This design comes from an exercise in tuning for small area and a short achievable clock period on the open sky130 flow, not from production work. Function was checked by simulation only, so behaviour that the tests miss may differ from the original. Power is estimated from default activity; no workload was simulated.

Setup of amber:
==> flow/design.v (excerpt) <==
module float_adder(
    input   clk,
    input   rst,
    input   [31:0]  x,
    input   [31:0]  y,
    output  [31:0]  z,
    output  [1:0]   overflow  
);
For scale: ~1500 cells after synthesis, about 100 I/O pins, ~12000 um2 of cells after synthesis.
export LEC_CHECK = 0
export ABC_AREA = 1
export CAP_MARGIN = 10
export CORE_MARGIN = 2
export CORE_UTILIZATION = 50
export SETUP_SLACK_MARGIN = 2.6
export SLEW_MARGIN = 10
create_clock -name core_clock -period 5.0 [get_ports {clk}]
standard.sh (not shown) runs the stock make flow with config.mk's settings and CLKGATE_MAP_FILE= SYNTH_SCRIPT=/design/flow/synth_recipe.tcl, a recipe that flattens the netlist after the stock synthesis.
==> flow/flow/run.sh <==
#!/bin/bash
# Standard layout (standard.sh), with port buffers made from a plain buffer
# cell and clock tree synthesis without dummy loads.
set -euo pipefail
export BUFFER_PORTS_ARGS="-buffer_cell sky130_fd_sc_hd__buf_1"
export CTS_ARGS="-sink_clustering_enable -repair_clock_nets -dont_use_dummy_load -buf_list sky130_fd_sc_hd__clkbuf_16 -sink_clustering_size 30 -sink_clustering_max_diameter 200"
bash standard.sh > standard.log 2>&1
Having completed the whole flow, amber delivered a layout that passed the timing, DRC and antenna checks.
Modified inputs, fjord compared to amber
- a change of CORE_UTILIZATION from 50 to 70
- an added PLACE_DENSITY of 0.8
==> flow/flow/run.sh <==
#!/bin/bash
# Standard layout (standard.sh), with port buffers made from a plain buffer
# cell and clock tree synthesis without dummy loads.
set -euo pipefail
export BUFFER_PORTS_ARGS="-buffer_cell sky130_fd_sc_hd__buf_1"
export CTS_ARGS="-sink_clustering_enable -repair_clock_nets -dont_use_dummy_load -buf_list sky130_fd_sc_hd__clkbuf_16 -sink_clustering_size 24 -sink_clustering_max_diameter 120"
bash standard.sh > standard.log 2>&1
Findings:
- Against amber, total internal power in fjord rose slightly.
- Row part of the cycle the worst path needs: fjord higher / amber lower
- Going from amber to fjord, final cell count shrank by a few percent.
- Summary: with amber as the reference, total of cells resized after clock tree synthesis in fjord moved down by more than 10%.
Here is what was changed in the inputs of tundra compared with fjord.
- CORE_UTILIZATION changed from 70 to 62
- SETUP_SLACK_MARGIN changed from 2.6 to 2.5
- PLACE_DENSITY removed (was 0.8)
==> comparison <==
tundra: done, clean on timing, DRC and antenna
Going from fjord to tundra, total net switching power -about 2.3%, sequential share of layout area +0.71 points, buffers plus inverters on the worst setup path -1, final weighted congestion in routability-driven placement -6.5%.
Per the comparison of tundra with fjord, global-route wire length before repair went down; number of gates given a new drive strength after cts dropped 16.
For fjord, the type of the setup path with the least slack was reg -> reg, unlike tundra, where it was in -> reg.
Of fjord and tundra, the run reporting the lower leakage power figure was tundra.
Input-level comparison between yarrow and tundra:
- putting CTS_BUF_LIST at sky130_fd_sc_hd__clkbuf_8 where nothing was set
- swapping 10 for 20 in CAP_MARGIN
- clearing ABC_AREA, which used to be 1
- swapping 10 for 20 in SLEW_MARGIN
- putting CTS_CLUSTER_SIZE at 40 where nothing was set
- swapping 62 for 50 in CORE_UTILIZATION
==> flow/run.sh (new file) <==
#!/bin/bash
# synth_recipe.tcl (not shown) runs the flow's synth.tcl, then flattens the netlist and writes it again
# the make line also repeats each setting of config.mk as NAME=value (left out here)
make -C /OpenROAD-flow-scripts/flow DESIGN_CONFIG=/design/flow/config.mk WORK_HOME=/design/flow/orfs CLKGATE_MAP_FILE= SYNTH_SCRIPT=/design/flow/synth_recipe.tcl finish
removed: flow/flow/run.sh
removed: flow/standard.sh
### Flow results
Power (yarrow over tundra): increase, 16%
A worst min-delay path category of in -> async is what tundra shows, while reg -> reg belongs to yarrow.
Looking at largest family of logic cells by synthesized area, the compound AO/OA/AOI/OAI gates result is from yarrow; the simple AND/OR/NAND/NOR gates one comes from tundra.
[compare] base=tundra new=yarrow: final standard cell count with taps included and fillers excluded has decreased; fmax has decreased; finished layout cell area has increased.

-- separate check: timing with driven ports --
The results above use ideal ports. As a check the final layouts listed here were re-extracted and re-timed, cells and wires unchanged.
Step 1 (the two cells are an assumption about what drives the block):
set clk [get_ports {clk}]
set_driving_cell -lib_cell sky130_fd_sc_hd__clkbuf_16 $clk
set_driving_cell -lib_cell sky130_fd_sc_hd__buf_2 [delete_from_list [all_inputs] $clk]
Step 2 adds t to the input delays and takes it off the output delays; t is the mean of the earliest and latest rising clock arrival at the registers after step 1. Input paths then give back, and output paths get back, about the clock's delay inside the block.
Slacks: ideal ports / drivers / drivers and shift; pairs: ideal ports / drivers.
| run | t (ns) | setup slack, ns | worst hold slack (ns) |
|---|---|---|---|
| amber | 0.500 | 2.665 / 2.665 / 2.271 | 0.318 / 0.293 / 0.338 |
| fjord | 0.498 | 2.603 / 2.603 / 2.235 | 0.329 / 0.306 / 0.336 |
| tundra | 0.502 | 2.573 / 2.593 / 2.091 | 0.326 / 0.305 / 0.335 |
| yarrow | 0.589 | 2.488 / 2.508 / 1.918 | 0.328 / 0.328 / 0.328 |
After both steps every run listed still meets setup and hold. The setup slack of yarrow, which loses most, moves by +0.020 ns with the drivers and by -0.570 ns with both steps.
